From an optimization exercise on the open Yosys and OpenROAD flow, aimed at small area, a short achievable clock period and few clock cycles per item; shortcuts taken in it are not production practice.
At most, simulation tests tie the RTL to the original design; equivalence was not proved.
The RTL of run 1 was laid out without a check of its function.
Power is estimated from default activity; no workload was simulated.

==> design.v <==
module huffman(clk, reset, gray_data, gray_valid, CNT_valid, CNT1, CNT2, CNT3, CNT4, CNT5, CNT6,
    code_valid, HC1, HC2, HC3, HC4, HC5, HC6, M1, M2, M3, M4, M5, M6);
input clk;
input reset;
input gray_valid;
input [7:0] gray_data;
output reg CNT_valid;
output [7:0] CNT1, CNT2, CNT3, CNT4, CNT5, CNT6;
output reg code_valid;
output [7:0] HC1, HC2, HC3, HC4, HC5, HC6;
output [7:0] M1, M2, M3, M4, M5, M6;
reg idle, counting, build;    
reg [5:0] sel;
reg [6:0] w[0:5];
reg [2:0] pos[0:5];
reg [4:0] hc[0:5];
reg [4:0] m[0:5];
reg par;         
reg merged;      
reg fin;         
reg fo;          
reg comb;        
reg [2:0] ncomb;
integer i;
function lt7(input [6:0] x, input [6:0] z);
	reg [6:0] l, e;
	reg l65, e65, l43, e43, l21, e21, l6to3, e6to3, l2to0;
	begin
		l = ~x & z;
		e = ~(x ^ z);
		l65 = l[6] | (e[6] & l[5]);
		e65 = e[6] & e[5];
		l43 = l[4] | (e[4] & l[3]);
		e43 = e[4] & e[3];
		l21 = l[2] | (e[2] & l[1]);
		e21 = e[2] & e[1];
		l6to3 = l65 | (e65 & l43);
		e6to3 = e65 & e43;
		l2to0 = l21 | (e21 & l[0]);
		lt7 = l6to3 | (e6to3 & l2to0);
	end
endfunction
function [6:0] add7(input [6:0] x, input [6:0] z);
	reg [6:0] g, p, c;
	reg g10, g32, p32, g54, p54;
	begin
		g = x & z;
		p = x ^ z;
		g10 = g[1] | (p[1] & g[0]);
		g32 = g[3] | (p[3] & g[2]);
		p32 = p[3] & p[2];
		g54 = g[5] | (p[5] & g[4]);
		p54 = p[5] & p[4];
		c[0] = 1'b0;
		c[1] = g[0];
		c[2] = g10;
		c[3] = g[2] | (p[2] & g10);
		c[4] = g32 | (p32 & g10);
		c[5] = g[4] | (p[4] & c[4]);
		c[6] = g54 | (p54 & c[4]);
		add7 = p ^ c;
	end
endfunction
reg [6:0] cur, inc;
always @* begin
	cur = 7'd0;
	for (i = 0; i < 6; i = i + 1)
		cur = cur | ({7{sel[i]}} & w[i]);
	for (i = 0; i < 7; i = i + 1)
		inc[i] = cur[i] ^ (&(cur | ~((7'd1 << i) - 7'd1)));
end
reg [4:0] lt;
always @* begin
	for (i = 0; i < 5; i = i + 1)
		lt[i] = lt7(w[i], w[i + 1]);
end
wire in_order = ~|lt;
wire last = fin;
wire [6:0] sum = add7(w[4], w[5]);
reg [4:0] swap;
always @* begin
	for (i = 0; i < 5; i = i + 1) begin
		swap[i] = build && !comb && lt[i] && (merged || (i[0] == par));
	end
end
wire build_nx  = build ? !last : (counting && !gray_valid);
wire merged_nx = build && (merged || comb);
wire fin_nx    = build && comb && (ncomb == 3'd3);
wire comb_nx   = build && !comb && !fin && in_order;
always @(posedge clk or posedge reset) begin
	if (reset) begin
		idle <= 1'b1;
		counting <= 1'b0;
		build <= 1'b0;
		sel <= 6'd0;
		CNT_valid <= 1'b0;
		code_valid <= 1'b0;
	end
	else begin
		idle <= idle ? !gray_valid : last;
		counting <= idle ? gray_valid : (counting && gray_valid);
		build <= build_nx;
		for (i = 0; i < 6; i = i + 1)
			sel[i] <= gray_valid && (gray_data[2:0] == i + 1);
		CNT_valid <= counting && !gray_valid;
		code_valid <= last;
	end
end
always @(posedge clk) begin
	par <= build && !par;
	merged <= merged_nx;
	fin <= fin_nx;
	if (comb)
		fo <= lt7(w[3], sum);
	comb <= comb_nx;
	if (!build)
		ncomb <= 3'd0;
	else if (comb)
		ncomb <= ncomb + 3'd1;
end
reg dn[0:5], up[0:5], hold[0:5];
always @* begin
	for (i = 0; i < 6; i = i + 1) begin
		dn[i] = (i > 0) && (comb ? (i < 5) : swap[i - 1]);
		up[i] = (i < 5) && !comb && swap[i];
		hold[i] = counting ? !sel[i] : (build && !comb && !(i < 5 && swap[i]) && !(i > 0 && swap[i - 1]));
	end
end
always @(posedge clk) begin
	for (i = 0; i < 6; i = i + 1)
		w[i] <= ({7{hold[i]}} & w[i])
		      | ({7{dn[i]}} & w[(i + 5) % 6])
		      | ({7{up[i]}} & w[(i + 1) % 6])
		      | ({7{counting && sel[i]}} & inc)
		      | ({7{comb && i == 5}} & sum)
		      | {7{comb && i == 0}};
end
always @(posedge clk) begin
	for (i = 0; i < 6; i = i + 1) begin
		if (!build) begin
			pos[i] <= i ^ (i >> 1);
			hc[i] <= 5'd0;
			m[i] <= 5'd0;
		end
		else begin
			pos[i][0] <= pos[i][0] ^ (comb ? !(^pos[i]) :
			             ((pos[i][2:1] == 2'b00 && swap[0]) || (pos[i][2:1] == 2'b01 && swap[2]) ||
			              (pos[i][2:1] == 2'b11 && swap[4])));
			pos[i][1] <= pos[i][1] ^ (!pos[i][2] && pos[i][0] && (comb ? !pos[i][1] : swap[1]));
			pos[i][2] <= pos[i][2] ^ (!pos[i][0] && pos[i][1] && (comb ? !pos[i][2] : swap[3]));
			if ((comb && pos[i][2]) || last) begin
				m[i] <= {m[i][3:0], 1'b1};
				if (last ? pos[i][0] ^ fo : pos[i][0])
					hc[i] <= hc[i] | ({m[i][3:0], 1'b1} & ~m[i]);
			end
		end
	end
end
assign CNT1 = {1'b0, w[0]};
assign CNT2 = {1'b0, w[1]};
assign CNT3 = {1'b0, w[2]};
assign CNT4 = {1'b0, w[3]};
assign CNT5 = {1'b0, w[4]};
assign CNT6 = {1'b0, w[5]};
assign HC1 = {3'b0, hc[0]};
assign HC2 = {3'b0, hc[1]};
assign HC3 = {3'b0, hc[2]};
assign HC4 = {3'b0, hc[3]};
assign HC5 = {3'b0, hc[4]};
assign HC6 = {3'b0, hc[5]};
assign M1 = {3'b0, m[0][4:1], 1'b1};
assign M2 = {3'b0, m[1][4:1], 1'b1};
assign M3 = {3'b0, m[2][4:1], 1'b1};
assign M4 = {3'b0, m[3][4:1], 1'b1};
assign M5 = {3'b0, m[4][4:1], 1'b1};
assign M6 = {3'b0, m[5][4:1], 1'b1};
endmodule
==> flow/run.sh <==
#!/bin/bash
# Standard layout, with two changes: plain buffers (instead of the delay buffers
# buffer_ports picks by default) on the input and output ports, and one tie
# cell per constant value shared by all constant outputs (instead of one per port).
set -euo pipefail
export BUFFER_PORTS_ARGS="-buffer_cell sky130_fd_sc_hd__buf_2"
export SKIP_REPAIR_TIE_FANOUT=1
bash standard.sh > standard_flow.log 2>&1
==> standard.sh <==
#!/bin/bash
# synth_recipe.tcl (not shown) runs the flow's synth.tcl, then flattens the netlist and writes it again
# the make line also repeats each setting of config.mk as NAME=value (left out here)
make -C /OpenROAD-flow-scripts/flow DESIGN_CONFIG=/design/flow/config.mk WORK_HOME=/design/flow/orfs CLKGATE_MAP_FILE= SYNTH_SCRIPT=/design/flow/synth_recipe.tcl "${@:-finish}"
==> config.mk <==
export PLATFORM = sky130hd
export DESIGN_NAME = huffman
export DESIGN_NICKNAME = huffman
export VERILOG_FILES = /design/flow/design.v
export SDC_FILE = /design/flow/constraint.sdc
export NUM_CORES = 4
export LEC_CHECK = 0
export CAP_MARGIN = 20
export CORE_MARGIN = 2
export CORE_UTILIZATION = 55
export CTS_BUF_LIST = sky130_fd_sc_hd__clkbuf_8
export CTS_CLUSTER_SIZE = 30
export SETUP_SLACK_MARGIN = 3.6
export SLEW_MARGIN = 20
export TNS_END_PERCENT = 10
==> constraint.sdc <==
create_clock -name core_clock -period 6.0 [get_ports {clk}]
set_input_delay 1.2000 -clock core_clock [delete_from_list [all_inputs] [get_ports {clk}]]
set_output_delay 1.2000 -clock core_clock [all_outputs]
set_load 0.01 [all_outputs]
==> out/results.tsv, run 1 <==
stage	metric	value	unit
outcome	status	timing/DRC/antenna clean	
setup_path	critPathMaxFanout	2	
route	finalWirelength	20500	um
placement	io_buffers	103	
logic_synthesis	synth_seq_area_share	0.354	
timing	slew_headroom	0.519	
setup_path	cp.arrival	2.74	ns
global_routing	antenna_found_initial	0	
power_and_ir_drop	p_per_area	538	nW/um^2
clocking	cts_buffers	17	
timing	fin_ws	3.47	ns
logic_synthesis	synth_area	8050	um^2
logic_synthesis	synth_cells	913	
logic_synthesis	ys_top_cells_by_area	dfxtp_1 32%, ha_1 8.2%, buf_4 6.8%	
placement	gp_congestion	0.938	
power_and_ir_drop	p_leak	0.00401	uW
finish	fin_nets	1020	
clocking	clock-sinks	139	
die	rows	44	
logic_synthesis	synth_most_common_cell	nand2_1	
timing	fmax	0.395	GHz
clocking	tritoncts	built	
logic_synthesis	yosys_warnings	12	
finish	drive_above_1_share	0.246	
global_routing	grt_pass1_vias	6677	
global_routing	grt_max_degree	103	
route	vias_per_cell	6.05	
logic_synthesis	yosys-top-cells-count	129 x nand2_1, 127 x dfxtp_1, 73 x buf_4, 53 x ha_1, 52 x inv_1	
logic_synthesis	synth_mux_area_frac	0.0174	
clocking	clockRootBuffer	clkbuf_8	
timing	tightest_slew	0.720	ns
timing	whs	0.461	ns
logic_synthesis	synth_compound_area_frac	0.238	
finish	fin_cells	1150	
min_path	hold_depth	1	
die	top_level_ports	157	
clocking	clockBufferDepth	2	
placement	pre_cts_slack	2.67	ns
route	drc	0	
die	dieWidth	125	um
global_routing	overflow	0	
setup_path	reg2reg_depth	12	
timing	finClkSkew	0.0139	ns
logic_synthesis	ys_ff_latch	139	
logic_synthesis	synth_top_area_cell	dfxtp_1	
finish	diodes	0	
logic_synthesis	async_reset_ff_frac	0.0791	
setup_path	endpoint_kind	flop	
route	drtIter0Drc	587	
timing	slew_violations	0	
placement	dp_hpwl	13900	um
setup_path	cp.required	6.20	ns
clocking	cts.reportedPaths.clkPinSlew	0.08	ns
finish	area.growth.synth_to_final	11.7	%
min_path	hold_class	reg -> reg	
clocking	clk_latency	0.46	ns
placement	dp.cells	1087	
logic_synthesis	synth_cell_types	69	
route	via_count	6956	
logic_synthesis	ys.flop_type	dfxtp_1	
logic_synthesis	synth_fa_ha_area_frac	0.0898	
timing	setup_viol	0	
die	initial_core_util	0.558	
setup_path	worstSetupStartpointType	flop	
timing	fin_crit	2.53	ns
logic_synthesis	netlist.area_leader.share	0.316	
clocking	htreeDepth	4	
logic_synthesis	synthSimpleGateAreaFrac	0.164	
logic_synthesis	synth_edf_count	1	
setup_path	path_class	reg -> reg	
power_and_ir_drop	ir_worst_vdd	0.254	mV
timing	rsz0062_at_grt	true	
timing	final.setup.tns	0	ns
die	fp.dieH	125	um
flow_run	maxCapViolCount	0	
logic_synthesis	avgSynthCellArea	8.82	um^2
route	dr.pass1.iters	6	
timing	hold_viol	0	
finish	nFillCells	1257	
route	drt-wirelength-per-cell	17.8	um
global_routing	grt.total_usage	0.258	
logic_synthesis	synth_xor_area_frac	0.0207	
timing	post-route-period-util	0.422	
logic_synthesis	syn-num-nets	980	
route	ant_nets	0	
global_routing	grt_pass1_wl	33200	um
die	fp.coreArea	14400	um^2
die	die-area	15600	um^2
logic_synthesis	synth_top_family_by_area	compound AO/OA/AOI/OAI gates	
## final timing paths
check | from | slack, ns | to
max in group asynchronous | reset | 4.94 | sel[1]
setup reg to reg | w[4][0] | 3.47 | fo
hold / removal | hc[5][0] | 0.46 | hc[5][0]
setup / recovery | w[4][0] | 3.47 | fo
hold reg to reg | hc[5][0] | 0.46 | hc[5][0]
min in group asynchronous | reset | 0.73 | sel[1]
## state kept, by name, indices dropped and copies added, names as in the netlist, 3 cells and up
register,cells
hc,30
m,30
ncomb,3
sel,6
pos,18
w,42
## metal layers
metal | wire, um | track usage | vias up | part of all wire
li1 | - | - | 3289 | -
met1 | 8680 | 0.321 | 3308 | 0.42
met2 | 9880 | 0.436 | 296 | 0.48
met3 | 1370 | 0.0522 | 63 | 0.067
met4 | 594 | 0.114 | 0 | 0.029
met5 | 0 | 0 | - | 0
## worst max-delay path: stages (launching register included)
cell and delay [ns]:
dfxtp_4 0.36, ha_4 0.12, inv_1 0.05, fa_2 0.36, o21bai_1 0.18, a21oi_2 0.10
fa_1 0.52, inv_2 0.05, ha_4 0.21, a21oi_2 0.10, o21ai_1 0.08, nand3_1 0.09
nand2_1 0.05
## cells in the final DEF, fill, tap and decap left out, types with 7 or more instances in the layout
cell	Yosys	layout
dfrtp_2	0	7
buf_4	73	30
a221o_1	10	10
dfxtp_2	0	12
nand2b_1	9	9
nand4_1	9	9
ha_1	53	49
buf_2	7	103
clkbuf_8	0	18
xor2_1	11	10
nor2_1	29	28
nand3_1	22	22
a21o_1	8	8
nand2_1	129	129
a21oi_1	35	33
a22oi_1	25	25
o21ai_0	15	12
mux2i_1	11	11
a222oi_1	20	20
o21a_1	40	39
nor3b_1	30	30
a31oi_1	9	9
xnor2_1	8	7
dfxtp_1	127	110
a21boi_0	24	24
a221oi_1	8	8
inv_1	52	51
## area by class of cell
| class | count | area, um^2 | share of cell area |
|---|---|---|---|
| Multi-Input combinational cell | 605 | 4430 | 0.493 |
| Tap cell | 184 | 230 | 0.0256 |
| Clock buffer | 18 | 248 | 0.0275 |
| Sequential cell | 139 | 2900 | 0.322 |
| Timing Repair Buffer | 136 | 796 | 0.0885 |
| Clock inverter | 14 | 185 | 0.0206 |
| Inverter | 54 | 208 | 0.0231 |
## report_power, final
group / internal (uW) / switching [uW] / leakage [uW] / total [uW]
clock network: 432 / 398 / 0.000214 / 829
logic: 1060 / 1430 / 0.00261 / 2500
registers: 1180 / 332 / 0.00119 / 1510
## what timing repair did
item	CTS	global route
buffers inserted	20	10
pin swaps	7	9
hold buffers	0	0
cloned	1	0
endpoints found under the setup margin	60	61
resized for setup	28	34
## logic make-up after synthesis
family          after synthesis
buf+inv                     170
xor+xnor                     19
mux                          13
flops                       139
simple gates                268
other cells                   2
fa+ha+maj                    56
compound gates              246
## per-stage QoR
step | total power (uW) | instance area (um^2) | util
after floorplan | 3100 | 8070 | -
after global placement | 3590 | 8110 | 0.562
after detailed placement | 3690 | 8110 | 0.562
after CTS | 4680 | 8810 | 0.611
after global routing | 5180 | 9000 | 0.624
final | 4840 | 9000 | 0.624
==> run 2: changes to the inputs <==
--- a/design.v
+++ b/design.v
@@ -12,2 +12,3 @@
 reg idle, counting, build;    
+reg [2:0] pix;
 reg [5:0] sel;
@@ -20,3 +21,2 @@
 reg fin;         
-reg fo;          
 reg comb;        
@@ -65,2 +65,4 @@
 always @* begin
+	for (i = 0; i < 6; i = i + 1)
+		sel[i] = (pix == i + 1);
 	cur = 7'd0;
@@ -94,3 +96,2 @@
 		build <= 1'b0;
-		sel <= 6'd0;
 		CNT_valid <= 1'b0;
@@ -102,4 +103,2 @@
 		build <= build_nx;
-		for (i = 0; i < 6; i = i + 1)
-			sel[i] <= gray_valid && (gray_data[2:0] == i + 1);
 		CNT_valid <= counting && !gray_valid;
@@ -109,2 +108,3 @@
 always @(posedge clk) begin
+	pix <= gray_data[2:0];
 	par <= build && !par;
@@ -112,4 +112,2 @@
 	fin <= fin_nx;
-	if (comb)
-		fo <= lt7(w[3], sum);
 	comb <= comb_nx;
@@ -152,3 +150,3 @@
 				m[i] <= {m[i][3:0], 1'b1};
-				if (last ? pos[i][0] ^ fo : pos[i][0])
+				if (last ? pos[i][0] ^ lt[4] : pos[i][0])
 					hc[i] <= hc[i] | ({m[i][3:0], 1'b1} & ~m[i]);
--- a/config.mk
+++ b/config.mk
@@ -12,3 +12,3 @@
 export CTS_CLUSTER_SIZE = 30
-export SETUP_SLACK_MARGIN = 3.6
+export SETUP_SLACK_MARGIN = 3.7
 export SLEW_MARGIN = 20
==> run 2 against run 1 <==
Net effect: still clean; non-clock buffer count increased by 4; cell count grew 2.8%; clock-buffer cell count unchanged; maximum frequency increased by 6.7%; power grew 3.3%; first-iteration DRC count grew 34%; sequential cell count shrank 4; critical path depth up 1; clock skew is 0.0074 ns lower; worst setup slack improved by 0.16 ns; largest cell class unchanged; largest power group unchanged; highest routed layer unchanged.
==> out/results.tsv, run 2 <==
stage	metric	value	unit
setup_path	critPathMaxFanout	6	
global_routing	grt_pass1_vias	6352	
route	vias_per_cell	5.97	
timing	post-route-period-util	0.396	
power_and_ir_drop	p_leak	0.00390	uW
global_routing	antenna_found_initial	0	
outcome	status	timing/DRC/antenna clean	
die	top_level_ports	157	
timing	fmax	0.421	GHz
power_and_ir_drop	p_sw_frac	0.441	
logic_synthesis	synth_seq_area_share	0.349	
timing	slew_violations	0	
logic_synthesis	synth_most_common_cell	nand2_1	
min_path	hold_depth	2	
logic_synthesis	syn-num-nets	1010	
setup_path	worstReg2RegEnd	w[5][5]	
placement	placed_area	7850	um^2
placement	pre_cts_slack	2.75	ns
finish	fin_nets	1050	
global_routing	grt_max_degree	83	
die	rows	43	
placement	dp_hpwl	14000	um
timing	slew_headroom	0.481	
setup_path	cp.required	6.34	ns
route	finalWirelength	21300	um
global_routing	overflow	0	
clocking	tritoncts	built	
setup_path	reg2reg_depth	13	
placement	io_buffers	103	
logic_synthesis	synth_top_area_cell	dfxtp_1	
timing	hold_viol	0	
timing	setup_viol	0	
power_and_ir_drop	p_int	2790	uW
logic_synthesis	ys_ff_latch	135	
die	fp.dieH	123	um
finish	final_common_cell	nand2_1	
power_and_ir_drop	p_sw	2210	uW
global_routing	grt.total_usage	0.276	
logic_synthesis	synth_fa_ha_area_frac	0.0828	
clocking	cts_buffers	17	
finish	diodes	0	
timing	rsz0062_at_grt	true	
logic_synthesis	synth_mux_area_frac	0.0340	
finish	nFillCells	1181	
timing	fin_ws	3.62	ns
logic_synthesis	synth_compound_area_frac	0.210	
logic_synthesis	synth_cell_types	62	
finish	largestRegisters	w (42), hc (30), m (30)	
logic_synthesis	yosys-top-cells-count	181 x nand2_1, 130 x dfxtp_1, 76 x buf_4, 71 x o21ai_0, 47 x ha_1	
power_and_ir_drop	p_clk_frac	0.182	
logic_synthesis	netlist.area_leader.share	0.332	
min_path	hold_class	reg -> reg	
setup_path	r2r_slack	3.62	ns
logic_synthesis	synth_area	7830	um^2
logic_synthesis	avgSynthCellArea	8.25	um^2
clocking	clockRootBuffer	clkbuf_8	
placement	gp_congestion	0.921	
clocking	clockBufferDepth	2	
finish	regMostFlops	w	
finish	drive_above_1_share	0.273	
finish	design_area	9020	um^2
logic_synthesis	synthSimpleGateAreaFrac	0.189	
logic_synthesis	synth_top_family_by_area	compound AO/OA/AOI/OAI gates	
finish	utilization	0.650	
clocking	htreeDepth	4	
timing	finClkSkew	0.00657	ns
die	fp.coreArea	13900	um^2
logic_synthesis	synth_xor_area_frac	0.0144	
logic_synthesis	synth_edf_count	0	
logic_synthesis	async_reset_ff_frac	0.0370	
setup_path	worstSetupStartpointType	flop	
die	die-area	15200	um^2
die	initial_core_util	0.564	
setup_path	cp.arrival	2.72	ns
min_path	holdPathEnd	hc[1][0]	
finish	largest_reg_flops	42	
logic_synthesis	yosys_warnings	12	
timing	tightest_slew	0.779	ns
power_and_ir_drop	pwr-share-comb	0.507	
route	drc	0	
flow_run	maxCapViolCount	0	
route	ant_nets	0	
timing	fin_crit	2.38	ns
placement	dp.cells	1115	
setup_path	r2r_start	pix[1]	
finish	layout_common_cells	180 x nand2_1, 103 x buf_2, 98 x dfxtp_1, 50 x o21ai_0, 46 x inv_1	
logic_synthesis	synth_cells	949	
power_and_ir_drop	pwr-share-seq	0.311	
power_and_ir_drop	ir_worst_vdd	0.264	mV
route	dr.pass1.iters	6	
route	via_count	7056	
finish	area.growth.synth_to_final	15.2	%
power_and_ir_drop	p_per_area	554	nW/um^2
setup_path	path_class	reg -> reg	
route	drtIter0Drc	787	
clocking	clock-sinks	135	
timing	final.setup.tns	0	ns
setup_path	endpoint_kind	flop	
clocking	clk_latency	0.46	ns
logic_synthesis	ys_top_cells_by_area	dfxtp_1 33%, nand2_1 8.7%, ha_1 7.5%	
global_routing	grt_pass1_wl	32600	um
die	dieWidth	123	um
finish	fin_cells	1182	
clocking	cts.reportedPaths.clkPinSlew	0.07	ns
logic_synthesis	ys.flop_type	dfxtp_1	
min_path	min_from	hc[1][0]	
route	drt-wirelength-per-cell	18.1	um
-- run 2: changes by cell type in the layout (fill, tap and decap cells not counted), sizes merged, moves of 8 or more --
cell    previous run  this run
o21ai             19        77
nand2            131       181
nor3b             30         1
o21a              42        13
a22oi             25         2
nand2b            10        33
mux2i             11        21
a31oi              9         0
inv               56        47
a211oi             6        14
-- run 2: logic make-up after synthesis --
logic type | count (synthesis)
AO/OA/AOI/OAI | 239
XOR/XNOR | 12
adder cells (fa/ha/maj) | 50
buffers and inverters | 166
flip-flops | 135
multiplexers | 26
other | 2
AND/OR/NAND/NOR | 319
-- run 2: worst max-delay path by stage --
stage,to,cells past startpoint,startpoint,slack [ns]
floorplan,w[1][6],9,w[0][4],3.72
global placement,w[5][5],12,pix[1],2.90
detailed placement,w[5][5],12,pix[1],2.75
CTS,CNT5[3],1,w[4][3],3.60
global route,w[5][5],13,pix[1],3.53
finish,w[5][5],13,pix[1],3.62
-- run 2: stage by stage --
stage	hold slack, ns	total power, uW
floorplan	0.390	3050
global placement	0.419	3570
detailed placement	0.425	3640
CTS	0.446	4700
global route	0.470	5310
finish	0.447	5000
-- run 2: layer usage --
layer / GRT usage / share of wire / vias up
li1: - / - / 3363
met1: 0.343 / 0.41 / 3289
met2: 0.469 / 0.49 / 344
met3: 0.0480 / 0.074 / 60
met4: 0.116 / 0.028 / 0
met5: 0 / 0 / -
-- run 2: power groups by stage --
stage	logic, uW	clock network, uW	registers, uW
floorplan	1610	0	1440
detailed placement	2090	0	1550
finish	2530	908	1560
CTS	2240	921	1540
global placement	2030	0	1540
global route	2760	962	1590
-- run 2: area by class of cell --
type | instances | area, um^2 | share of cell area
multi-input combinational | 650 | 4490 | 0.497
clock buffer | 18 | 248 | 0.0275
timing repair buffer | 140 | 855 | 0.0947
tap | 180 | 225 | 0.0250
clock inverter | 14 | 230 | 0.0255
sequential | 135 | 2810 | 0.311
inverter | 45 | 169 | 0.0187
-- run 2: what timing repair did --
action / in CTS / in global routing
hold buffers: 0 / 0
gates resized for setup: 66 / 73
cloned: 2 / 1
pin swaps: 9 / 26
setup buffers: 13 / 19
endpoints found under the setup margin: 124 / 99
-- run 2: worst max-delay path, stage by stage, from the launching register on --
cell      delay, ns
dfxtp_4        0.36
buf_6          0.13
buf_6          0.11
nand3b_1       0.17
a21oi_2        0.15
a21oi_1        0.05
o21ai_1        0.09
ha_2           0.23
o21ai_4        0.08
nor2_2         0.13
ha_4           0.17
xnor2_4        0.12
a222oi_1       0.37
nand2_1        0.09
Testbench counts of run 2, summed over its fixed seeds: cycles 23,029, frames 192.
==> run 3: changes to the inputs <==
--- a/flow/run.sh
+++ b/flow/run.sh
@@ -5,3 +5,3 @@
 set -euo pipefail
-export BUFFER_PORTS_ARGS="-buffer_cell sky130_fd_sc_hd__buf_2"
+export BUFFER_PORTS_ARGS="-buffer_cell sky130_fd_sc_hd__buf_1"
 export SKIP_REPAIR_TIE_FANOUT=1
--- a/config.mk
+++ b/config.mk
@@ -9,3 +9,3 @@
 export CORE_MARGIN = 2
-export CORE_UTILIZATION = 55
+export CORE_UTILIZATION = 65
 export CTS_BUF_LIST = sky130_fd_sc_hd__clkbuf_8
==> run 3 against run 2 <==
Net effect: core utilization is 8.1 points higher; combinational power hardly changed; clock-buffer cell count is 1 lower; global-route usage is 3.7 points higher; cell count is 3.3% lower; register-to-register slack hardly changed; synthesized cell count stayed put; maximum frequency is 0.21% higher; first-iteration DRC count is 12% lower; power is 4.5% lower; sequential share of layout area is 1.1 points higher; critical endpoint is now w[1][6].
==> out/results.tsv, run 3 <==
stage	metric	value	unit
outcome	status	timing/DRC/antenna clean	
route	ant_nets	0	
setup_path	worstSetupStartpointType	flop	
clocking	tritoncts	built	
setup_path	path_class	reg -> reg	
setup_path	cp.arrival	2.68	ns
flow_run	maxCapViolCount	0	
die	top_level_ports	157	
finish	layout_common_cells	180 x nand2_1, 103 x buf_1, 99 x dfxtp_1, 52 x o21ai_0, 46 x inv_1	
setup_path	crit_path_start	w[0][4]	
finish	largest_reg_flops	42	
timing	rsz0062_at_grt	true	
timing	final.setup.tns	0	ns
clocking	cts.reportedPaths.clkPinSlew	0.08	ns
die	dieWidth	114	um
global_routing	antenna_found_initial	0	
finish	fin_nets	1044	
timing	fin_crit	2.37	ns
route	drt-wirelength-per-cell	17.8	um
global_routing	overflow	0	
logic_synthesis	async_reset_ff_frac	0.0370	
timing	finClkSkew	0.00948	ns
logic_synthesis	avgSynthCellArea	8.25	um^2
min_path	hold_class	reg -> reg	
timing	fmax	0.422	GHz
logic_synthesis	yosys_warnings	12	
logic_synthesis	synth_most_common_cell	nand2_1	
power_and_ir_drop	ir_worst_vdd	0.295	mV
die	fp.coreArea	11900	um^2
logic_synthesis	synth_edf_count	0	
finish	design_area	8670	um^2
finish	drive_above_1_share	0.166	
power_and_ir_drop	p_leak	0.00340	uW
timing	setup_viol	0	
clocking	clockBufferDepth	2	
clocking	clock-sinks	135	
logic_synthesis	synth_xor_area_frac	0.0144	
placement	placed_area	7680	um^2
die	die-area	12900	um^2
timing	post-route-period-util	0.395	
placement	dp.cells	1082	
setup_path	r2r_start	w[0][4]	
setup_path	critPathMaxFanout	7	
finish	multi_input_area	4490	um^2
die	fp.dieH	114	um
route	drc	0	
logic_synthesis	ys_top_cells_by_area	dfxtp_1 33%, nand2_1 8.7%, ha_1 7.5%	
power_and_ir_drop	p_per_area	551	nW/um^2
route	drtIter0Drc	693	
die	initial_core_util	0.660	
finish	regMostFlops	w	
logic_synthesis	synth_cell_types	62	
finish	final_common_cell	nand2_1	
timing	fin_ws	3.63	ns
clocking	cts.hold.buffers_added	0	
global_routing	grt.total_usage	0.312	
global_routing	grt_max_degree	98	
min_path	min_from	par	
clocking	cts_buffers	17	
finish	nFillCells	913	
global_routing	grt_pass1_vias	6736	
logic_synthesis	synth_mux_area_frac	0.0340	
route	finalWirelength	20400	um
finish	largestRegisters	w (42), hc (30), m (30)	
finish	seq_area	2790	um^2
clocking	clockRootBuffer	clkbuf_8	
placement	pre_cts_slack	2.85	ns
die	rows	40	
logic_synthesis	synth_top_family_by_area	compound AO/OA/AOI/OAI gates	
finish	fin_cells	1143	
logic_synthesis	ys.flop_type	dfxtp_1	
placement	dp_hpwl	13500	um
logic_synthesis	synthSimpleGateAreaFrac	0.189	
clocking	htreeDepth	4	
route	via_count	7085	
logic_synthesis	synth_compound_area_frac	0.210	
placement	gp_congestion	0.957	
logic_synthesis	yosys-top-cells-count	181 x nand2_1, 130 x dfxtp_1, 76 x buf_4, 71 x o21ai_0, 47 x ha_1	
logic_synthesis	synth_cells	949	
timing	slew_violations	0	
logic_synthesis	synth_seq_area_share	0.349	
finish	area.growth.synth_to_final	10.7	%
logic_synthesis	netlist.area_leader.share	0.332	
route	vias_per_cell	6.20	
finish	diodes	0	
logic_synthesis	synth_area	7830	um^2
logic_synthesis	synth_top_area_cell	dfxtp_1	
global_routing	grt_pass1_wl	32400	um
timing	hold_viol	0	
route	dr.pass1.iters	9	
placement	io_buffers	103	
logic_synthesis	ys_ff_latch	135	
setup_path	endpoint_kind	flop	
clocking	clk_latency	0.45	ns
logic_synthesis	synth_fa_ha_area_frac	0.0828	
timing	whs	0.437	ns
logic_synthesis	syn-num-nets	1010	
timing	slew_headroom	0.417	
timing	tightest_slew	0.874	ns
setup_path	cp.required	6.31	ns
run 3: worst paths after layout:
check                                  to  slack (ns)  cells past startpoint
worst max-delay path              w[1][6]        3.63                      8
worst min-delay path                  par        0.44                      1
worst max register to register    w[1][6]        3.63                      8
worst min register to register        par        0.44                      1
max in group asynchronous            idle        5.17                      2
min in group asynchronous       CNT_valid        0.60                      2
run 3: kinds of logic after synthesis:
group,Yosys count
other cells,2
xor+xnor,12
fa+ha+maj,50
simple gates,319
compound gates,239
buf+inv,166
mux,26
flops,135
run 3: worst max-delay path, stage by stage (launching register included):
cell      delay, ns
dfxtp_2        0.39
inv_1          0.06
ha_1           0.32
a211oi_2       0.23
nor2_1         0.12
o31a_1         0.38
or2_4          0.30
a222oi_1       0.31
o21ai_1        0.13
run 3: area by class of cell:
class	count	area share
repair buffers	134	0.0762
flip-flops and latches	135	0.322
inverters	45	0.0195
multi-input cells	650	0.518
well taps	147	0.0212
clock buffers	17	0.0270
clock inverters	15	0.0160
run 3: repair_timing:
action | 4_1_cts | 5_1_grt
pin swaps | 14 | 15
setup endpoints to repair | 123 | 100
buffers inserted | 15 | 10
resized for setup | 79 | 52
cloned | 3 | 1
endpoints found under the hold margin | 0 | 0
run 3: per-layer routing:
metal	global-route usage	part of all wire	wire length, um
met1	0.365	0.38	7790
met3	0.0616	0.077	1570
met4	0.172	0.045	912
met2	0.539	0.50	10100
met5	0	0	0
run 3: where the power goes:
group          leakage, uW  total, uW  internal (uW)  switching, uW
registers          0.00114       1530           1180            358
logic              0.00207       2520           1030           1480
clock network     0.000194        724            362            362
total              0.00340       4770           2570           2200
run 3: metrics by stage:
stage / util / power (uW)
after detailed placement: 0.647 / 3600
after global routing: 0.731 / 5080
after CTS: 0.711 / 4560
after floorplan: - / 3050
after global placement: 0.647 / 3500
final: 0.731 / 4770
==> run 4: changes to the inputs <==
--- a/config.mk
+++ b/config.mk
@@ -10,3 +10,3 @@
 export CORE_UTILIZATION = 65
-export CTS_BUF_LIST = sky130_fd_sc_hd__clkbuf_8
+export CTS_BUF_LIST = sky130_fd_sc_hd__clkbuf_4
 export CTS_CLUSTER_SIZE = 30
==> run 4 against run 3 <==
Net effect: combinational power increased by 2%; design area increased by 0.82%; worst hold slack improved by 0.0083 ns; register-to-register slack got worse by 0.08 ns; critical path depth increased by 2; sequential power about the same; sequential cell count unchanged; largest cell class unchanged; still clean; critical path type unchanged; sequential share of layout area increased by 0.61 points.
==> out/results.tsv, run 4 <==
stage	metric	value	unit
finish	drive_above_1_share	0.193	
logic_synthesis	synth_seq_area_share	0.349	
logic_synthesis	synth_top_area_cell	dfxtp_1	
logic_synthesis	synth_edf_count	0	
setup_path	path_class	reg -> reg	
clocking	tritoncts	built	
clocking	cts_buffers	17	
route	vias_per_cell	6.20	
power_and_ir_drop	p_per_area	540	nW/um^2
route	via_count	7129	
die	initial_core_util	0.660	
setup_path	crit_path_start	pix[0]	
power_and_ir_drop	ir_worst_vdd	0.314	mV
timing	slew_violations	0	
global_routing	antenna_found_initial	0	
finish	fin_cells	1149	
placement	io_buffers	103	
logic_synthesis	avgSynthCellArea	8.25	um^2
setup_path	critPathMaxFanout	13	
finish	nFillCells	907	
timing	final.setup.tns	0	ns
logic_synthesis	syn-num-nets	1010	
logic_synthesis	yosys_warnings	12	
die	dieWidth	114	um
setup_path	reg2reg_depth	10	
logic_synthesis	synth_cells	949	
clocking	cts.hold.buffers_added	0	
finish	fin_nets	1050	
die	fp.dieH	114	um
setup_path	worstReg2RegEnd	w[3][6]	
setup_path	cp.required	6.43	ns
route	finalWirelength	20800	um
setup_path	r2r_slack	3.55	ns
route	dr.pass1.iters	9	
setup_path	r2r_start	pix[0]	
clocking	clk_latency	0.55	ns
global_routing	grt_pass1_wl	32600	um
logic_synthesis	netlist.area_leader.share	0.332	
logic_synthesis	ys_top_cells_by_area	dfxtp_1 33%, nand2_1 8.7%, ha_1 7.5%	
finish	largestRegisters	w (42), hc (30), m (30)	
die	die-area	12900	um^2
timing	tightest_slew	0.863	ns
timing	hold_viol	0	
clocking	clockBufferDepth	2	
placement	dp_hpwl	13500	um
flow_run	maxCapViolCount	0	
logic_synthesis	synth_area	7830	um^2
logic_synthesis	yosys-top-cells-count	181 x nand2_1, 130 x dfxtp_1, 76 x buf_4, 71 x o21ai_0, 47 x ha_1	
timing	fmax	0.409	GHz
logic_synthesis	async_reset_ff_frac	0.0370	
logic_synthesis	synth_most_common_cell	nand2_1	
logic_synthesis	ys_ff_latch	135	
setup_path	cp.arrival	2.88	ns
finish	area.growth.synth_to_final	11.6	%
global_routing	overflow	0	
die	top_level_ports	157	
die	rows	40	
timing	setup_viol	0	
timing	rsz0062_at_grt	true	
finish	diodes	0	
finish	layout_common_cells	180 x nand2_1, 98 x buf_1, 82 x dfxtp_1, 50 x o21ai_0, 44 x inv_1	
placement	gp_congestion	0.957	
finish	largest_reg_flops	42	
setup_path	setup.worst_path.end	w[3][6]	
route	ant_nets	0	
timing	finClkSkew	0.0169	ns
clocking	clock-sinks	135	
timing	fin_crit	2.45	ns
finish	regMostFlops	w	
global_routing	grt_pass1_vias	6796	
clocking	clockRootBuffer	clkbuf_4	
setup_path	endpoint_kind	flop	
route	drc	0	
die	fp.coreArea	11900	um^2
global_routing	grt.total_usage	0.315	
setup_path	worstSetupStartpointType	flop	
timing	slew_headroom	0.425	
outcome	status	timing/DRC/antenna clean	
clocking	htreeDepth	4	
finish	final_common_cell	nand2_1	
route	drtIter0Drc	932	
timing	post-route-period-util	0.408	
logic_synthesis	ys.flop_type	dfxtp_1	
logic_synthesis	synth_cell_types	62	
power_and_ir_drop	p_leak	0.00341	uW
clocking	cts.reportedPaths.clkPinSlew	0.12	ns
min_path	hold_class	reg -> reg	
route	drt-wirelength-per-cell	18.1	um
placement	dp.cells	1082	
global_routing	grt_max_degree	98	
==> run 4: changes by cell type in the layout (fill, tap and decap cells not counted), moves of 4 or more <==
cell      change
dfxtp_2       -5
buf_4         +6
dfxtp_4      +22
clkbuf_4     +17
ha_4          +4
buf_2         +5
o21ai_1       +4
dfxtp_1      -17
clkbuf_8     -17
buf_1         -5
==> run 4: worst min path at each step <==
stage          cells after the start  slack [ns]  start    endpoint
3_5_place_dp                       1        0.43    par         par
6_report                           1        0.45    par         par
4_1_cts                            1        0.44    par         par
5_1_grt                            1        0.47    par         par
2_1_floorplan                      0        0.39    fin  code_valid
3_3_place_gp                       1        0.42    par         par
==> run 4: stage by stage <==
step,util,power [uW],setup slack (ns),hold slack (ns),instance area (um^2)
after detailed placement,0.647,3600,2.85,0.426,7680
after CTS,0.711,4460,3.63,0.440,8440
after floorplan,-,3050,3.72,0.390,7850
after global placement,0.647,3500,2.91,0.419,7680
final,0.737,4710,3.55,0.445,8740
after global routing,0.737,5020,3.49,0.469,8740
==> run 4: critical path, stage by stage, from the launching register on <==
cell,delay [ns]
dfxtp_4,0.39
buf_12,0.15
nand2b_1,0.11
o21ai_0,0.26
a21oi_1,0.12
o21ai_1,0.16
ha_4,0.20
o21ai_4,0.08
nor4b_4,0.34
xor2_2,0.40
o21ai_1,0.12
==> run 4: area by class of cell <==
| class | instances | area [um^2] | area share |
|---|---|---|---|
| repair buffers | 140 | 719 | 0.0823 |
| clock inverters | 13 | 131 | 0.0150 |
| clock buffers | 19 | 143 | 0.0163 |
| well taps | 147 | 184 | 0.0211 |
| multi-input cells | 650 | 4520 | 0.517 |
| flip-flops and latches | 135 | 2870 | 0.329 |
| inverters | 45 | 169 | 0.0193 |
==> run 4: cells by family (layout without fill, tap and decap cells) <==
| family | Yosys count | in the layout | share of synthesized area |
|---|---|---|---|
| simple gates | 319 | 319 | 0.189 |
| compound gates | 239 | 241 | 0.210 |
| buf+inv | 166 | 217 | 0.120 |
| flops | 135 | 135 | 0.349 |
| fa+ha+maj | 50 | 50 | 0.0828 |
| mux | 26 | 26 | 0.0340 |
| xor+xnor | 12 | 12 | 0.0144 |
| other cells | 2 | 2 | 0.000959 |
==> run 4: repair_timing <==
item | 4_1_cts | 5_1_grt
setup buffers | 20 | 12
cloned | 3 | 0
gates resized for setup | 121 | 57
setup endpoints to repair | 157 | 166
hold endpoints to repair | 0 | 0
pin swaps | 14 | 27
==> run 4: metal layers <==
metal	global-route usage	wire, um
met5	0	0
met4	0.165	909
met3	0.0648	1530
met2	0.547	10200
met1	0.368	8170
==> run 4: where the power goes <==
part	switching, uW	internal (uW)	leakage (uW)	total, uW
clock	349	253	0.000148	602
combinational	1510	1050	0.00211	2560
sequential	350	1200	0.00115	1550
==> run 5: changes to the inputs <==
--- a/config.mk
+++ b/config.mk
@@ -9,6 +9,6 @@
 export CORE_MARGIN = 2
-export CORE_UTILIZATION = 65
-export CTS_BUF_LIST = sky130_fd_sc_hd__clkbuf_4
+export CORE_UTILIZATION = 55
+export CTS_BUF_LIST = sky130_fd_sc_hd__clkbuf_8
 export CTS_CLUSTER_SIZE = 30
-export SETUP_SLACK_MARGIN = 3.7
+export SETUP_SLACK_MARGIN = 3.6
 export SLEW_MARGIN = 20
==> run 5 against run 4 <==
Net effect: maximum frequency up 0.93%; power rose by 0.44%; critical path depth decreased by 2; largest cell class unchanged; register-to-register slack gained 0.02 ns; clock skew fell by 0.0059 ns; wire length grew 0.56%; sequential cell count unchanged; worst hold slack worse by 0.0021 ns; critical endpoint is now w[2][6]; still clean.
==> out/results.tsv, run 5 <==
stage	metric	value	unit
setup_path	worst_path_max_delay_cell	dfxtp_1	
logic_synthesis	synth_top_area_cell	dfxtp_1	
logic_synthesis	yosys-top-cells-count	181 x nand2_1, 130 x dfxtp_1, 76 x buf_4, 71 x o21ai_0, 47 x ha_1	
logic_synthesis	synth_most_common_cell	nand2_1	
clocking	cts_buffers	17	
power_and_ir_drop	p_leak	0.00340	uW
placement	io_buffers	103	
global_routing	antenna_found_initial	0	
timing	slew_headroom	0.409	
die	rows	43	
flow_run	maxCapViolCount	0	
finish	largest_reg_flops	42	
finish	drive_above_1_share	0.148	
clocking	clockBufferDepth	2	
timing	final.setup.tns	0	ns
logic_synthesis	ys.flop_type	dfxtp_1	
timing	fin_ws	3.58	ns
die	top_level_ports	157	
timing	rsz0062_at_grt	true	
setup_path	critical-path-max-stage-delay	0.51	ns
outcome	status	timing/DRC/antenna clean	
setup_path	cp.arrival	2.75	ns
placement	dp_hpwl	14000	um
logic_synthesis	synth_cell_types	62	
finish	fin_cells	1172	
placement	gp_congestion	0.900	
route	drtIter0Drc	669	
power_and_ir_drop	ir_worst_vdd	0.279	mV
die	dieWidth	123	um
setup_path	path_class	reg -> reg	
clocking	clk_latency	0.46	ns
logic_synthesis	synth_seq_area_share	0.349	
logic_synthesis	synth_cells	949	
placement	dp.cells	1116	
logic_synthesis	avgSynthCellArea	8.25	um^2
die	initial_core_util	0.564	
clocking	tritoncts	built	
timing	finClkSkew	0.0110	ns
route	drt-wirelength-per-cell	17.8	um
setup_path	endpoint_kind	flop	
die	fp.dieH	123	um
clocking	cts.reportedPaths.clkPinSlew	0.08	ns
route	finalWirelength	20900	um
route	ant_nets	0	
timing	hold_viol	0	
logic_synthesis	ys_top_cells_by_area	dfxtp_1 33%, nand2_1 8.7%, ha_1 7.5%	
route	via_count	7037	
die	fp.coreArea	13900	um^2
clocking	htreeDepth	4	
finish	final_common_cell	nand2_1	
die	die-area	15200	um^2
route	vias_per_cell	6.00	
finish	regMostFlops	w	
route	drc	0	
finish	diodes	0	
logic_synthesis	syn-num-nets	1010	
timing	tightest_slew	0.887	ns
power_and_ir_drop	p_per_area	546	nW/um^2
setup_path	cp.required	6.33	ns
clocking	clock-sinks	135	
global_routing	grt_pass1_vias	6513	
min_path	hold_class	reg -> reg	
timing	slew_violations	0	
global_routing	grt.total_usage	0.278	
logic_synthesis	yosys_warnings	12	
global_routing	grt_max_degree	96	
timing	setup_viol	0	
clocking	clockRootBuffer	clkbuf_8	
global_routing	overflow	0	
setup_path	critPathMaxFanout	7	
timing	post-route-period-util	0.404	
logic_synthesis	synth_area	7830	um^2
logic_synthesis	netlist.area_leader.share	0.332	
logic_synthesis	synth_edf_count	0	
finish	layout_common_cells	180 x nand2_1, 104 x dfxtp_1, 103 x buf_1, 63 x o21ai_0	
finish	area.growth.synth_to_final	10.9	%
logic_synthesis	ys_ff_latch	135	
finish	fin_nets	1040	
finish	largestRegisters	w (42), hc (30), m (30)	
finish	utilization	0.625	
power_and_ir_drop	finalPower	4740	uW
route	dr.pass1.iters	6	
setup_path	crit_buf_inv	1	
placement	pre_cts_slack	2.93	ns
setup_path	critical-path-top-delay-family	compound AO/OA/AOI/OAI gates	
setup_path	cp_cell_sequence	inv_1 -> ha_1 -> a211oi_1 -> nor2_1 -> o31a_4 -> or2_4 -> a222oi_1 -> o21ai_1	
logic_synthesis	async_reset_ff_frac	0.0370	
timing	fin_crit	2.42	ns
finish	nFillCells	1249	
setup_path	worstSetupStartpointType	flop	
timing	fmax	0.412	GHz
global_routing	grt_pass1_wl	32700	um
## run 5: cell counts after synthesis
No cell type changed its count.
## run 5: timing repair
item,in CTS,in global routing
resized for setup,50,52
setup endpoints to repair,96,87
setup buffers,5,15
hold endpoints to repair,0,0
cloned,3,1
hold buffers,0,0
pin swaps,9,14
## run 5: where the power goes
| part | internal [uW] | leakage, uW | total [uW] | switching [uW] |
|---|---|---|---|---|
| clock network | 425 | 0.000212 | 790 | 365 |
| logic | 966 | 0.00205 | 2400 | 1430 |
| registers | 1170 | 0.00114 | 1550 | 371 |
| total | 2570 | 0.00340 | 4740 | 2170 |
## run 5: layer usage
| metal | wire [um] | track usage |
|---|---|---|
| met5 | 0 | 0 |
| met4 | 601 | 0.126 |
| met3 | 1350 | 0.0544 |
| met2 | 10400 | 0.480 |
| met1 | 8530 | 0.333 |
## run 5: kinds of logic after synthesis
family,share of synthesized area
XOR/XNOR,0.0144
buffers and inverters,0.120
adder cells (fa/ha/maj),0.0828
AO/OA/AOI/OAI,0.210
AND/OR/NAND/NOR,0.189
other,0.000959
multiplexers,0.0340
flip-flops,0.349
## run 5: final cells by class
class	count	area, um^2	area share
multi-input combinational	650	4420	0.509
inverter	45	169	0.0195
sequential	135	2790	0.321
clock inverter	10	116	0.0134
clock buffer	22	303	0.0349
tap	180	225	0.0260
timing repair buffer	130	661	0.0761
## run 5: through the flow
| step | area, um^2 | hold WS (ns) |
|---|---|---|
| floorplan | 7840 | 0.390 |
| detailed placement | 7710 | 0.435 |
| global placement | 7710 | 0.420 |
| finish | 8680 | 0.443 |
| global route | 8680 | 0.476 |
| CTS | 8360 | 0.442 |
## run 5: final timing paths
path / depth (start not counted) / slack [ns] / to / startpoint
setup / recovery: 8 / 3.58 / w[2][6] / w[1][3]
hold / removal: 1 / 0.44 / par / par
setup reg to reg: 8 / 3.58 / w[2][6] / w[1][3]
hold reg to reg: 1 / 0.44 / par / par
max in group asynchronous: 2 / 5.17 / idle / reset
min in group asynchronous: 2 / 0.59 / code_valid / reset
## run 5: worst register-to-register path, delay by kind of cell, from the launching register on
family / cells / cell delay [ns]
AOI/OAI and AO/OA: 4 / 1.06
adders and majority gates: 1 / 0.21
buffers and inverters: 1 / 0.08
DFF: 1 / 0.51
and+or+nand+nor: 2 / 0.44
==> run 6: changes to the inputs <==
--- a/config.mk
+++ b/config.mk
@@ -12,4 +12,4 @@
 export CTS_CLUSTER_SIZE = 30
-export SETUP_SLACK_MARGIN = 3.6
+export SETUP_SLACK_MARGIN = 3.7
 export SLEW_MARGIN = 20
-export TNS_END_PERCENT = 10
+export TNS_END_PERCENT = 25
==> run 6 against run 5 <==
Net effect: wire length rose by 2.2%; area after synthesis did not move; clock power rose by about 10%; critical path type is now reg -> out; critical endpoint is now CNT3[1]; maximum frequency rose by 2.4%; combinational power rose by 8%.
==> out/results.tsv, run 6 <==
stage	metric	value	unit
outcome	status	timing/DRC/antenna clean	
finish	largestRegisters	w (42), hc (30), m (30)	
timing	tightest_slew	0.875	ns
timing	final.setup.tns	0	ns
timing	post-route-period-util	0.394	
finish	drive_above_1_share	0.181	
min_path	hold_class	reg -> reg	
min_path	hold_depth	2	
setup_path	endpoint_kind	primary output	
clocking	clockRootBuffer	clkbuf_8	
setup_path	worstReg2RegEnd	w[4][3]	
finish	largest_reg_flops	42	
power_and_ir_drop	ir_worst_vdd	0.263	mV
logic_synthesis	synth_area	7830	um^2
finish	fin_nets	1057	
power_and_ir_drop	finalPower	5010	uW
die	rows	43	
logic_synthesis	avgSynthCellArea	8.25	um^2
clocking	tritoncts	built	
finish	diodes	0	
finish	fin_cells	1189	
flow_run	maxCapViolCount	0	
placement	io_buffers	103	
timing	slew_violations	0	
die	fp.dieH	123	um
timing	finClkSkew	0.0128	ns
route	dr.pass1.iters	6	
route	via_count	7037	
die	dieWidth	123	um
route	finalWirelength	21400	um
die	fp.coreArea	13900	um^2
setup_path	reg2reg_depth	10	
setup_path	critPathMaxFanout	6	
route	vias_per_cell	5.92	
timing	setup_viol	0	
finish	final_common_cell	nand2_1	
logic_synthesis	synth_top_area_cell	dfxtp_1	
clocking	cts_buffers	17	
setup_path	critical-path-max-stage-delay	0.50	ns
logic_synthesis	yosys-top-cells-count	181 x nand2_1, 130 x dfxtp_1, 76 x buf_4, 71 x o21ai_0, 47 x ha_1	
global_routing	grt_pass1_wl	33800	um
die	die-area	15200	um^2
power_and_ir_drop	p_per_area	558	nW/um^2
clocking	clockBufferDepth	2	
placement	dp.cells	1115	
logic_synthesis	synth_seq_area_share	0.349	
logic_synthesis	synth_most_common_cell	nand2_1	
route	drc	0	
global_routing	grt.total_usage	0.286	
clocking	clk_latency	0.46	ns
setup_path	path_class	reg -> out	
die	initial_core_util	0.564	
finish	area.growth.synth_to_final	14.7	%
clocking	clock-sinks	135	
finish	layout_common_cells	180 x nand2_1, 103 x buf_1, 99 x dfxtp_1, 52 x o21ai_0, 44 x inv_1	
route	drt-wirelength-per-cell	18.0	um
power_and_ir_drop	p_leak	0.00352	uW
setup_path	cp.arrival	1.17	ns
placement	pre_cts_slack	3.02	ns
route	ant_nets	0	
logic_synthesis	syn-num-nets	1010	
min_path	min_from	hc[1][2]	
finish	regMostFlops	w	
timing	slew_headroom	0.417	
timing	hold_viol	0	
placement	dp_hpwl	14000	um
setup_path	r2r_slack	3.67	ns
timing	rsz0062_at_grt	true	
setup_path	r2r_start	pix[1]	
clocking	htreeDepth	4	
setup_path	worstSetupStartpointType	flop	
timing	fmax	0.422	GHz
timing	fin_ws	3.63	ns
logic_synthesis	synth_cell_types	62	
setup_path	crit_cells	1	
setup_path	critical-path-top-delay-family	flip-flops	
min_path	holdPathEnd	hc[1][2]	
logic_synthesis	netlist.area_leader.share	0.332	
setup_path	cp.required	4.80	ns
clocking	cts.reportedPaths.clkPinSlew	0.08	ns
global_routing	grt_max_degree	95	
logic_synthesis	ys_ff_latch	135	
timing	fin_crit	2.37	ns
placement	gp_congestion	0.899	
logic_synthesis	yosys_warnings	12	
global_routing	overflow	0	
global_routing	antenna_found_initial	0	
global_routing	grt_pass1_vias	6551	
logic_synthesis	ys.flop_type	dfxtp_1	
setup_path	crit_buf_inv	1	
logic_synthesis	async_reset_ff_frac	0.0370	
setup_path	cp_cell_sequence	buf_1	
logic_synthesis	ys_top_cells_by_area	dfxtp_1 33%, nand2_1 8.7%, ha_1 7.5%	
setup_path	worst_path_max_delay_cell	dfxtp_1	
logic_synthesis	synth_cells	949	
die	top_level_ports	157	
logic_synthesis	synth_edf_count	0	
route	drtIter0Drc	715	
finish	nFillCells	1192	
==> run 6: layout make-up <==
cell class	instances	area [um^2]	share of cell area
Timing Repair Buffer	147	812	0.0904
Clock inverter	15	225	0.0251
Clock buffer	17	234	0.0261
Multi-Input combinational cell	650	4510	0.503
Sequential cell	135	2800	0.312
Tap cell	180	225	0.0251
Inverter	45	169	0.0188
==> run 6: cells by family after synthesis <==
kind of cell	Yosys count	share of synthesized area
flops	135	0.349
other cells	2	0.000959
xor+xnor	12	0.0144
compound gates	239	0.210
mux	26	0.0340
buf+inv	166	0.120
simple gates	319	0.189
fa+ha+maj	50	0.0828
==> run 6: power breakdown <==
group	internal, uW	total (uW)	switching, uW
sequential	1180	1550	369
clock	497	871	374
combinational	1090	2590	1500
==> run 6: worst max path at each step <==
stage	endpoint	from
after floorplan	w[1][6]	w[0][4]
after global placement	w[5][5]	pix[0]
after detailed placement	w[5][5]	pix[0]
after CTS	CNT4[0]	w[3][0]
after global routing	w[3][4]	w[2][2]
final	CNT3[1]	w[2][1]
==> run 6: per-layer routing <==
layer  up-vias  share of wire  global-route usage
met1      3285           0.41               0.347
li1       3368              -                   -
met2       311           0.48               0.478
met3        73          0.073              0.0632
met4         0          0.037               0.140
met5         -              0                   0
==> run 6: repair_timing <==
| item | CTS | global route |
|---|---|---|
| buffers inserted | 25 | 13 |
| endpoints found under the hold margin | 0 | 0 |
| gates cloned | 4 | 0 |
| pin swaps | 20 | 18 |
| setup endpoints to repair | 127 | 101 |
| resized for setup | 88 | 49 |
| hold buffers | 0 | 0 |
==> run 6: metrics by stage <==
step / util / cell area [um^2] / hold WS [ns]
after detailed placement: 0.556 / 7720 / 0.442
after global placement: 0.556 / 7720 / 0.420
after CTS: 0.627 / 8710 / 0.455
final: 0.647 / 8980 / 0.446
after floorplan: - / 7850 / 0.390
after global routing: 0.647 / 8980 / 0.483
==> run 6: tightest hold or removal path, delay by kind of cell, from the launching register on <==
kind / cells / cell delay (ns)
flip-flops: 1 / 0.31
AND/OR/NAND/NOR: 1 / 0.05
AO/OA/AOI/OAI: 1 / 0.05
==> run 7: changes to the inputs <==
--- a/config.mk
+++ b/config.mk
@@ -7,2 +7,3 @@
 export LEC_CHECK = 0
+export ABC_CLOCK_PERIOD_IN_PS = 2400
 export CAP_MARGIN = 20
@@ -14,2 +15,2 @@
 export SLEW_MARGIN = 20
-export TNS_END_PERCENT = 25
+export TNS_END_PERCENT = 10
==> run 7 against run 6 <==
Net effect: clock power barely moved; cell count fell by 0.42%; synthesized cell count did not move; core utilization fell by 0.48 points; clock skew fell by 0.0013 ns; area after synthesis did not move; largest cell class unchanged.
==> out/results.tsv, run 7 <==
stage	metric	value	unit
route	ant_nets	0	
logic_synthesis	ys.flop_type	dfxtp_1	
power_and_ir_drop	p_leak	0.00349	uW
global_routing	grt_max_degree	95	
timing	fin_crit	2.36	ns
setup_path	path_class	reg -> out	
setup_path	critical-path-top-delay-family	flip-flops	
route	finalWirelength	21300	um
logic_synthesis	synth_cells	949	
die	dieWidth	123	um
power_and_ir_drop	p_per_area	554	nW/um^2
logic_synthesis	synth_most_common_cell	nand2_1	
global_routing	antenna_found_initial	0	
setup_path	cp_cell_sequence	buf_1	
setup_path	worst_path_max_delay_cell	dfxtp_1	
finish	final_common_cell	nand2_1	
finish	fin_nets	1052	
clocking	clockRootBuffer	clkbuf_8	
finish	fin_cells	1184	
timing	slew_headroom	0.416	
setup_path	setup.worst_path.end	CNT4[0]	
power_and_ir_drop	finalPower	4940	uW
finish	largest_reg_flops	42	
route	dr.pass1.iters	8	
global_routing	grt.total_usage	0.287	
setup_path	crit_buf_inv	1	
timing	finClkSkew	0.0115	ns
die	die-area	15200	um^2
logic_synthesis	avgSynthCellArea	8.25	um^2
finish	area.growth.synth_to_final	13.9	%
logic_synthesis	synth_area	7830	um^2
die	rows	43	
route	vias_per_cell	5.88	
setup_path	cp.arrival	1.16	ns
global_routing	overflow	0	
logic_synthesis	yosys-top-cells-count	181 x nand2_1, 130 x dfxtp_1, 76 x buf_4, 71 x o21ai_0, 47 x ha_1	
placement	dp.cells	1115	
timing	fin_ws	3.64	ns
setup_path	worstSetupStartpointType	flop	
finish	largestRegisters	w (42), hc (30), m (30)	
setup_path	crit_cells	1	
finish	utilization	0.642	
placement	pre_cts_slack	3.02	ns
clocking	cts_buffers	17	
clocking	htreeDepth	4	
logic_synthesis	syn-num-nets	1010	
placement	io_buffers	103	
timing	post-route-period-util	0.393	
logic_synthesis	synth_fa_ha_area_frac	0.0828	
setup_path	crit_path_start	w[3][0]	
logic_synthesis	synth_edf_count	0	
die	fp.coreArea	13900	um^2
logic_synthesis	synth_compound_area_frac	0.210	
placement	dp_hpwl	14000	um
min_path	hold_class	reg -> reg	
finish	layout_common_cells	180 x nand2_1, 103 x buf_1, 96 x dfxtp_1, 56 x o21ai_0, 44 x inv_1	
timing	fmax	0.424	GHz
logic_synthesis	synth_seq_area_share	0.349	
logic_synthesis	netlist.area_leader.share	0.332	
die	initial_core_util	0.564	
logic_synthesis	synth_top_family_by_area	compound AO/OA/AOI/OAI gates	
route	drtIter0Drc	689	
logic_synthesis	yosys_warnings	12	
clocking	clock-sinks	135	
timing	slew_violations	0	
logic_synthesis	ys_top_cells_by_area	dfxtp_1 33%, nand2_1 8.7%, ha_1 7.5%	
outcome	status	timing/DRC/antenna clean	
setup_path	cp.required	4.80	ns
setup_path	worstReg2RegEnd	w[2][6]	
logic_synthesis	synth_xor_area_frac	0.0144	
setup_path	r2r_start	w[1][4]	
die	fp.dieH	123	um
logic_synthesis	async_reset_ff_frac	0.0370	
clocking	clk_latency	0.46	ns
timing	final.setup.tns	0	ns
setup_path	critPathMaxFanout	7	
finish	nFillCells	1202	
die	top_level_ports	157	
global_routing	grt_pass1_vias	6540	
flow_run	maxCapViolCount	0	
logic_synthesis	synth_cell_types	62	
finish	regMostFlops	w	
timing	setup_viol	0	
route	via_count	6963	
clocking	tritoncts	built	
placement	gp_congestion	0.899	
setup_path	reg2reg_depth	8	
logic_synthesis	synth_mux_area_frac	0.0340	
route	drc	0	
timing	hold_viol	0	
timing	tightest_slew	0.875	ns
setup_path	endpoint_kind	primary output	
setup_path	critical-path-max-stage-delay	0.51	ns
global_routing	grt_pass1_wl	33800	um
logic_synthesis	synth_top_area_cell	dfxtp_1	
finish	drive_above_1_share	0.178	
clocking	clockBufferDepth	2	
route	drt-wirelength-per-cell	18.0	um
timing	rsz0062_at_grt	true	
logic_synthesis	ys_ff_latch	135	
setup_path	r2r_slack	3.66	ns
logic_synthesis	synthSimpleGateAreaFrac	0.189	
clocking	cts.hold.buffers_added	0	
power_and_ir_drop	ir_worst_vdd	0.261	mV
clocking	cts.reportedPaths.clkPinSlew	0.08	ns
finish	diodes	0	
min_path	hold_depth	2	
## run 7: cell count changes in the layout (fill, tap and decap cells not counted), moves of 2 or more
cell     previous run  this run
dfxtp_1            99        96
o21ai_1            17        15
o21ai_2             7         5
o21ai_0            52        56
buf_4              38        34
dfxtp_4            13        16
## run 7: cells by family (layout without fill, tap and decap cells)
group	count (synthesis)	count (layout)
multiplexers	26	26
flip-flops	135	135
adder cells (fa/ha/maj)	50	50
AND/OR/NAND/NOR	319	319
other	2	2
AO/OA/AOI/OAI	239	241
buffers and inverters	166	219
XOR/XNOR	12	12
## run 7: worst min-delay path by stage
stage,slack [ns],to,start
6_report,0.45,hc[1][2],hc[1][2]
5_1_grt,0.48,hc[4][4],hc[4][4]
4_1_cts,0.46,par,par
3_5_place_dp,0.44,hc[4][4],hc[4][4]
3_3_place_gp,0.42,par,par
2_1_floorplan,0.39,code_valid,fin
## run 7: cell type report
type,instances,area (um^2),share of cell area
inverter,45,169,0.0190
clock buffer,17,234,0.0262
clock inverter,15,225,0.0253
tap,180,225,0.0253
sequential,135,2810,0.316
multi-input combinational,650,4490,0.503
timing repair buffer,142,762,0.0855
## run 7: power by group
part	internal (uW)	switching (uW)	leakage [uW]	total, uW
clock	497	373	0.000227	870
combinational	1030	1480	0.00212	2510
sequential	1180	371	0.00114	1550
total	2710	2220	0.00349	4940
## run 7: per-layer routing
metal  vias to the layer above  wire length, um  global-route usage
met3                        73             1350              0.0632
li1                       3351                -                   -
met4                         0              803               0.140
met1                      3267             9030               0.348
met5                         -                0                   0
met2                       272            10100               0.480
## run 7: stage by stage
step           instance area (um^2)  hold WS (ns)
6_report                       8910         0.445
2_1_floorplan                  7850         0.390
5_1_grt                        8910         0.483
3_3_place_gp                   7720         0.420
4_1_cts                        8690         0.455
3_5_place_dp                   7720         0.442
## run 7: timing repair
item,4_1_cts,5_1_grt
gates cloned,4,0
setup buffers,24,9
resized for setup,84,52
pin swaps,19,14
endpoints found under the setup margin,127,102
==> run 8: changes to the inputs <==
--- a/config.mk
+++ b/config.mk
@@ -7,3 +7,2 @@
 export LEC_CHECK = 0
-export ABC_CLOCK_PERIOD_IN_PS = 2400
 export CAP_MARGIN = 20
==> run 8 against run 7 <==
Net effect: cell count did not move; wire length did not move; clock-buffer cell count did not move; via count did not move; power did not move; sequential power barely moved; global-route usage did not move; combinational power barely moved; clock power barely moved; critical path depth did not move; area after synthesis did not move; critical path type unchanged; critical endpoint unchanged; highest routed layer unchanged.
==> out/results.tsv, run 8 <==
stage	metric	value	unit
clocking	clk_latency	0.46	ns
logic_synthesis	synth_seq_area_share	0.349	
setup_path	cp.arrival	1.16	ns
clocking	clockBufferDepth	2	
logic_synthesis	netlist.area_leader.share	0.332	
route	drc	0	
flow_run	maxCapViolCount	0	
logic_synthesis	synth_area	7830	um^2
power_and_ir_drop	p_per_area	554	nW/um^2
setup_path	crit_buf_inv	1	
timing	rsz0062_at_grt	true	
finish	area.growth.synth_to_final	13.9	%
placement	dp_hpwl	14000	um
setup_path	worstSetupStartpointType	flop	
timing	post-route-period-util	0.393	
route	drtIter0Drc	689	
timing	fmax	0.424	GHz
setup_path	path_class	reg -> out	
setup_path	cp.required	4.80	ns
finish	fin_nets	1052	
logic_synthesis	synth_cell_types	62	
clocking	tritoncts	built	
logic_synthesis	async_reset_ff_frac	0.0370	
finish	largestRegisters	w (42), hc (30), m (30)	
clocking	cts_buffers	17	
route	wl_met3	1350	um
die	initial_core_util	0.564	
clocking	cts.hold.buffers_added	0	
setup_path	critPathMaxFanout	7	
timing	finClkSkew	0.0115	ns
timing	setup_viol	0	
logic_synthesis	ys.flop_type	dfxtp_1	
logic_synthesis	synth_top_area_cell	dfxtp_1	
global_routing	overflow	0	
route	vias_per_cell	5.88	
global_routing	grt_pass1_wl	33800	um
clocking	clock-sinks	135	
finish	largest_reg_flops	42	
setup_path	critical-path-max-stage-delay	0.51	ns
route	maxUsedRoutingLayer	met4	
logic_synthesis	yosys_warnings	12	
finish	diodes	0	
die	rows	43	
logic_synthesis	ys_ff_latch	135	
die	fp.coreArea	13900	um^2
timing	slew_violations	0	
logic_synthesis	ys_top_cells_by_area	dfxtp_1 33%, nand2_1 8.7%, ha_1 7.5%	
logic_synthesis	avgSynthCellArea	8.25	um^2
outcome	status	timing/DRC/antenna clean	
logic_synthesis	synth_most_common_cell	nand2_1	
finish	drive_above_1_share	0.178	
setup_path	worst_path_max_delay_cell	dfxtp_1	
route	finalWirelength	21300	um
logic_synthesis	synth_cells	949	
setup_path	critical-path-top-delay-family	flip-flops	
placement	io_buffers	103	
timing	tightest_slew	0.875	ns
die	fp.dieH	123	um
timing	final.setup.tns	0	ns
logic_synthesis	synth_edf_count	0	
clocking	clockRootBuffer	clkbuf_8	
global_routing	antenna_found_initial	0	
route	via_count	6963	
clocking	cts.reportedPaths.clkPinSlew	0.08	ns
timing	fin_crit	2.36	ns
die	top_level_ports	157	
route	dr.pass1.iters	8	
power_and_ir_drop	finalPower	4940	uW
setup_path	cp_cell_sequence	buf_1	
logic_synthesis	yosys-top-cells-count	181 x nand2_1, 130 x dfxtp_1, 76 x buf_4, 71 x o21ai_0, 47 x ha_1	
timing	hold_viol	0	
finish	final_common_cell	nand2_1	
global_routing	grt.total_usage	0.287	
route	wl_met1	9030	um
global_routing	grt_pass1_vias	6540	
route	ant_nets	0	
die	dieWidth	123	um
route	drt-wirelength-per-cell	18.0	um
setup_path	endpoint_kind	primary output	
clocking	htreeDepth	4	
power_and_ir_drop	p_leak	0.00349	uW
die	die-area	15200	um^2
timing	slew_headroom	0.416	
placement	gp_congestion	0.899	
power_and_ir_drop	ir_worst_vdd	0.261	mV
global_routing	grt_max_degree	95	
finish	regMostFlops	w	
min_path	hold_class	reg -> reg	
route	met2_length	10100	um
logic_synthesis	syn-num-nets	1010	
finish	layout_common_cells	180 x nand2_1, 103 x buf_1, 96 x dfxtp_1, 56 x o21ai_0, 44 x inv_1	
-- run 8: final timing paths --
path	startpoint	end	slack, ns	depth (start not counted)
worst max-delay path	w[3][0]	CNT4[0]	3.64	1
worst min-delay path	hc[1][2]	hc[1][2]	0.45	2
worst max register to register	w[1][4]	w[2][6]	3.66	8
worst min register to register	hc[1][2]	hc[1][2]	0.45	2
max in group asynchronous	reset	idle	5.16	2
min in group asynchronous	reset	code_valid	0.61	2
-- run 8: layer usage --
layer	up-vias	GRT usage
li1	3351	-
met2	272	0.480
met4	0	0.140
met5	-	0
met1	3267	0.348
met3	73	0.0632
-- run 8: cells by family (layout without fill, tap and decap cells) --
kind of cell | count (synthesis) | count (layout) | share of synthesized area
buffers and inverters | 166 | 219 | 0.120
AND/OR/NAND/NOR | 319 | 319 | 0.189
AO/OA/AOI/OAI | 239 | 241 | 0.210
other | 2 | 2 | 0.000959
flip-flops | 135 | 135 | 0.349
adder cells (fa/ha/maj) | 50 | 50 | 0.0828
multiplexers | 26 | 26 | 0.0340
XOR/XNOR | 12 | 12 | 0.0144
-- run 8: what timing repair did --
action,4_1_cts,5_1_grt
endpoints found under the hold margin,0,0
cloned,4,0
pin swaps,19,14
setup endpoints to repair,127,102
resized for setup,84,52
buffers inserted,24,9
-- run 8: area by class of cell --
class                           count  area (um^2)
Multi-Input combinational cell    650         4490
Clock inverter                     15          225
Timing Repair Buffer              142          762
Inverter                           45          169
Fill cell                        1202         4970
Tap cell                          180          225
Sequential cell                   135         2810
Clock buffer                       17          234
-- run 8: report_power, final --
| part | switching [uW] | total (uW) | internal [uW] |
|---|---|---|---|
| Combinational | 1480 | 2510 | 1030 |
| Clock | 373 | 870 | 497 |
| Sequential | 371 | 1550 | 1180 |
-- run 8: per-stage QoR --
stage / hold slack [ns] / setup slack, ns / instance area [um^2] / instances / util
floorplan: 0.390 / 3.72 / 7850 / 949 / -
global placement: 0.420 / 3.04 / 7720 / 1115 / 0.556
detailed placement: 0.442 / 3.02 / 7720 / 1115 / 0.556
CTS: 0.455 / 3.61 / 8690 / 1175 / 0.626
global route: 0.483 / 3.55 / 8910 / 1184 / 0.642
finish: 0.445 / 3.64 / 8910 / 1184 / 0.642

[afterwards: timing with drivers on the ports]
How much do the figures lean on ideal ports? The routed layouts below were timed once more, with nothing changed but the port constraints.
Step 1 sets driving cells, clkbuf_16 on the clock port and buf_2 on the other inputs (assumed; they add their load-dependent delay and slew).
Step 2 moves the port delays by t, midway between the first and last clock arrival at a register: inputs arrive t later, outputs are due t later. That takes back most of the time a late clock gives input paths.
a / b / c = ideal ports / drivers / drivers and shift; a / b = the first two.
| run | t, ns | setup WS [ns] | clock arrival spread, ns |
|---|---|---|---|
| run 1 | 0.486 | 3.466 / 3.466 / 3.466 | 0.014 / 0.014 |
| run 2 | 0.490 | 3.624 / 3.614 / 3.624 | 0.008 / 0.007 |
| run 3 | 0.480 | 3.629 / 3.608 / 3.629 | 0.009 / 0.010 |
| run 4 | 0.577 | 3.553 / 3.553 / 3.553 | 0.017 / 0.017 |
| run 5 | 0.496 | 3.575 / 3.570 / 3.575 | 0.011 / 0.011 |
| run 6 | 0.493 | 3.633 / 3.595 / 3.668 | 0.013 / 0.013 |
| run 7 | 0.488 | 3.640 / 3.602 / 3.662 | 0.011 / 0.011 |
| run 8 | 0.488 | 3.640 / 3.602 / 3.662 | 0.011 / 0.011 |
After both steps every run listed still meets setup and hold.
